What follows belongs to an exercise in optimizing a design on an open flow for small area and a short achievable clock period; a production flow would make more cautious choices.
The RTL was checked by simulation tests, not by an equivalence proof against the original design.

Setup of job 1934:
==> module dataPath, before the edit <==
module dataPath (
  input  logic [13:0] instruction,
  input  logic        clk,
  input  logic        rst,
  output logic        flag_zero,
  output logic        flag_negative,
  output logic        flag_carry,
  output logic        flag_overflow
);
  logic [1:0] op;
  logic [3:0] wa, ra1, ra2;
  assign op  = instruction[13:12];
  assign wa  = instruction[11:8];
  assign ra1 = instruction[7:4];
  assign ra2 = instruction[3:0];
  logic [31:0] R [0:15];
  logic [31:0] a, b;           
  logic [15:0] s1, s2, we;
  always_comb begin
    for (int j = 0; j < 16; j++) begin
      s1[j] = ~rst & (ra1 == 4'(j));
      s2[j] = ~rst & (ra2 == 4'(j));
      we[j] =  rst | (wa  == 4'(j));
    end
  end
  logic [31:0] rd1_n, rd2_n;
  always_comb begin
    rd1_n = '0;
    rd2_n = '0;
    for (int j = 0; j < 16; j++) begin
      rd1_n = rd1_n | ({32{s1[j]}} & R[j]);
      rd2_n = rd2_n | ({32{s2[j]}} & R[j]);
    end
  end
  always_ff @(posedge clk) begin
    a <= rd1_n;
    b <= rd2_n;
  end
  logic [31:0] p, g, o;
  assign p = a ^ b;
  assign g = a & b;
  assign o = a | b;
  logic [32:0] ca_b, cs_b;
  always_comb begin
    ca_b[0] = 1'b0; cs_b[0] = 1'b1;
    for (int i = 0; i < 32; i++) begin
      ca_b[i+1] = p[i] ? ca_b[i] : a[i];
      cs_b[i+1] = p[i] ? a[i] : cs_b[i];
    end
  end
  logic [31:0] sa, ss;
  assign sa = p ^ ca_b[31:0];
  assign ss = ~p ^ cs_b[31:0];
  logic z_add, z_sub, z_and, z_or;
  assign z_add = ~|sa;
  assign z_sub = ~|p;
  assign z_and = ~|g;
  assign z_or  = ~|o;
  logic [3:0] fz, fn;
  logic [1:0] fc, fv;
  assign fz = {z_or, z_and, z_sub, z_add};
  assign fn = {o[31], g[31], ss[31], sa[31]};
  assign fc = {cs_b[32], ca_b[32]};
  assign fv = {cs_b[32] ^ cs_b[31], ca_b[32] ^ ca_b[31]};
  flag_sel u_flag_sel (
    .op(op), .fz(fz), .fn(fn), .fc(fc), .fv(fv),
    .flag_zero(flag_zero), .flag_negative(flag_negative),
    .flag_carry(flag_carry), .flag_overflow(flag_overflow)
  );
  logic [3:0] os;     
  op_decode u_op_decode (.op(op), .rst(rst), .os(os));
  logic [31:0] wd_lo, wd_hi;    
  assign wd_lo = ({32{os[0]}} & sa) | ({32{os[1]}} & ss) |
                 ({32{os[2]}} & g)  | ({32{os[3]}} & o);
  assign wd_hi = wd_lo | {32{rst}};
  always_ff @(posedge clk) begin
    for (int r = 0; r < 16; r++) begin
      logic [31:0] wd;
      for (int k = 0; k < 32; k++)
        wd[k] = (k < 4 && r[k]) ? wd_hi[k] : wd_lo[k];
      R[r] <= ({32{we[r]}} & wd) | ({32{~we[r]}} & R[r]);
    end
  end
endmodule
clock: 28.0 ns
lec_check: 0
cap_margin: 5
core_margin: 2
core_utilization: 50
cts_cluster_diameter: 80
cts_cluster_size: 24
slew_margin: 5
synth_hierarchical: 1
synth_minimum_keep_size: 0
standard.sh (not shown) runs the stock make flow with config.mk's settings and CLKGATE_MAP_FILE= SYNTH_SCRIPT=/design/flow/synth_recipe.tcl, a recipe that flattens the netlist after the stock synthesis.
==> flow/flow/run.sh <==
#!/bin/bash
# Layout flow: the standard ORFS flow (standard.sh, synthesis unchanged)
# with these changes to how the layout is made:
#  - the port buffers that buffer_ports inserts on every input and output
#    are sky130_fd_sc_hd__buf_2 cells rather than the tool's default pick;
#  - clock tree synthesis uses larger sink clusters and no dummy loads;
#  - before global routing, flow/tighten.tcl runs one more setup repair
#    pass with a larger setup margin.
# Each tool's full output stays in orfs/logs/ (one log per step); make's
# output goes to standard.log in this folder.
set -euo pipefail
here=$(pwd)
export BUFFER_PORTS_ARGS="-buffer_cell sky130_fd_sc_hd__buf_2"
export CTS_ARGS="-sink_clustering_enable -repair_clock_nets -sink_clustering_size 24 -sink_clustering_max_diameter 80 -dont_use_dummy_load"
export PRE_GLOBAL_ROUTE_TCL="$here/flow/tighten.tcl"
bash standard.sh > standard.log 2>&1
==> flow/flow/tighten.tcl <==
# Sourced by ORFS's global_route step (PRE_GLOBAL_ROUTE_TCL) before global
# routing: one more setup repair pass on the placed, clock-tree-synthesized
# design, asking for extra slack on the input-to-output flag paths so the
# resizer sizes their few cells up. The SDC is unchanged.
estimate_parasitics -placement
repair_timing -setup -setup_margin 16.8 -match_cell_footprint -verbose
detailed_placement
check_placement -verbose
estimate_parasitics -placement
report_checks -path_delay max -format end -group_path_count 4
In summary, job 1934 completed successfully, with a layout that passed the timing, DRC and antenna checks.
Input-level comparison between job 4514 and job 1934:
diff --git a/flow/design.v b/flow/design.v
--- a/flow/design.v
+++ b/flow/design.v
@@ -23,16 +23,13 @@
       we[j] =  rst | (wa  == 4'(j));
     end
   end
   logic [31:0] rd1_n, rd2_n;
-  always_comb begin
-    rd1_n = '0;
-    rd2_n = '0;
-    for (int j = 0; j < 16; j++) begin
-      rd1_n = rd1_n | ({32{s1[j]}} & R[j]);
-      rd2_n = rd2_n | ({32{s2[j]}} & R[j]);
-    end
-  end
+  logic [511:0] R_flat;
+  always_comb
+    for (int j = 0; j < 16; j++) R_flat[32*j +: 32] = R[j];
+  read_sel u_rs1 (.s(s1), .Rf(R_flat), .q(rd1_n));
+  read_sel u_rs2 (.s(s2), .Rf(R_flat), .q(rd2_n));
   always_ff @(posedge clk) begin
     a <= rd1_n;
     b <= rd2_n;
   end
@@ -72,15 +69,22 @@
   logic [31:0] wd_lo, wd_hi;    
   assign wd_lo = ({32{os[0]}} & sa) | ({32{os[1]}} & ss) |
                  ({32{os[2]}} & g)  | ({32{os[3]}} & o);
   assign wd_hi = wd_lo | {32{rst}};
+  logic [15:0] wen;
+  assign wen = ~we;
+  logic [31:0] R_n [0:15];
+  for (genvar r = 0; r < 16; r++) begin : g_row
+    for (genvar k = 0; k < 32; k++) begin : g_bit
+      if (k < 4 && r[k]) begin : g_hi
+        hold_sel u_h (.we(we[r]), .wen(wen[r]), .d(wd_hi[k]), .q(R[r][k]), .y(R_n[r][k]));
+      end else begin : g_lo
+        hold_sel u_h (.we(we[r]), .wen(wen[r]), .d(wd_lo[k]), .q(R[r][k]), .y(R_n[r][k]));
+      end
+    end
+  end
   always_ff @(posedge clk) begin
-    for (int r = 0; r < 16; r++) begin
-      logic [31:0] wd;
-      for (int k = 0; k < 32; k++)
-        wd[k] = (k < 4 && r[k]) ? wd_hi[k] : wd_lo[k];
-      R[r] <= ({32{we[r]}} & wd) | ({32{~we[r]}} & R[r]);
-    end
+    for (int r = 0; r < 16; r++) R[r] <= R_n[r];
   end
 endmodule
 module flag_sel (
   input  logic [1:0] op,
@@ -120,4 +124,29 @@
   assign os[1] = ~rst & (op == 2'd1);
   assign os[2] = ~rst & (op == 2'd2);
   assign os[3] = ~rst & (op == 2'd3);
 endmodule
+module read_sel (
+  input  logic [15:0] s,
+  input  logic [511:0] Rf,
+  output logic [31:0] q
+);
+  for (genvar k = 0; k < 32; k++) begin : g_bit
+    logic [5:0] n;
+    aoi222 u0 (.a1(s[0]),  .a2(Rf[0*32+k]),  .b1(s[1]),  .b2(Rf[1*32+k]),  .c1(s[2]),  .c2(Rf[2*32+k]),  .y(n[0]));
+    aoi222 u1 (.a1(s[3]),  .a2(Rf[3*32+k]),  .b1(s[4]),  .b2(Rf[4*32+k]),  .c1(s[5]),  .c2(Rf[5*32+k]),  .y(n[1]));
+    aoi222 u2 (.a1(s[6]),  .a2(Rf[6*32+k]),  .b1(s[7]),  .b2(Rf[7*32+k]),  .c1(s[8]),  .c2(Rf[8*32+k]),  .y(n[2]));
+    aoi222 u3 (.a1(s[9]),  .a2(Rf[9*32+k]),  .b1(s[10]), .b2(Rf[10*32+k]), .c1(s[11]), .c2(Rf[11*32+k]), .y(n[3]));
+    aoi222 u4 (.a1(s[12]), .a2(Rf[12*32+k]), .b1(s[13]), .b2(Rf[13*32+k]), .c1(s[14]), .c2(Rf[14*32+k]), .y(n[4]));
+    nand2_k u5 (.a(s[15]), .b(Rf[15*32+k]), .y(n[5]));
+    assign q[k] = ~&n;
+  end
+endmodule
+module aoi222 (input logic a1, a2, b1, b2, c1, c2, output logic y);
+  assign y = ~((a1 & a2) | (b1 & b2) | (c1 & c2));
+endmodule
+module nand2_k (input logic a, b, output logic y);
+  assign y = ~(a & b);
+endmodule
+module hold_sel (input logic we, wen, d, q, output logic y);
+  assign y = (we & d) | (wen & q);
+endmodule
Findings:
- Final critical-path share of the clock period essentially unchanged between job 4514 and job 1934.
- | distinct cell type count after synthesis | job 4514 vs job 1934 | about 13% lower |
- Lower minimum period implied by the final worst setup slack goes to job 4514 over job 1934.
- Wire length of the first global-routing pass was higher in job 4514 than in job 1934.
- The global-route usage over all layers reported for job 4514 is greater than that of job 1934 by 2.8 points.

## separate check: timing with driven ports
The results above use ideal ports. As a check the final layouts listed here were re-extracted and re-timed, cells and wires unchanged. Step 1 assumes that a clkbuf_16 drives the clock port and a buf_2 every other input. Step 2 also shifts input and output timing later by t, the mid clock arrival at the registers, as if the neighbouring blocks saw the same clock. Three values: no drivers, after step 1, after step 2; two values: the first two.
run	shift t [ns]	setup WS [ns]	hold slack, ns	worst setup path after step 2	worst data-port slew with drivers (ns)
job 1934	0.681	16.229 / 16.161 / 16.161	0.499 / 0.499 / 0.499	input to output	0.10
job 4514	0.665	16.246 / 16.180 / 16.180	0.503 / 0.503 / 0.503	input to output	0.06
After both steps setup and hold are still met in every run listed. The setup slack of job 1934, which loses most, moves by -0.068 ns with the drivers and by -0.068 ns with both steps.
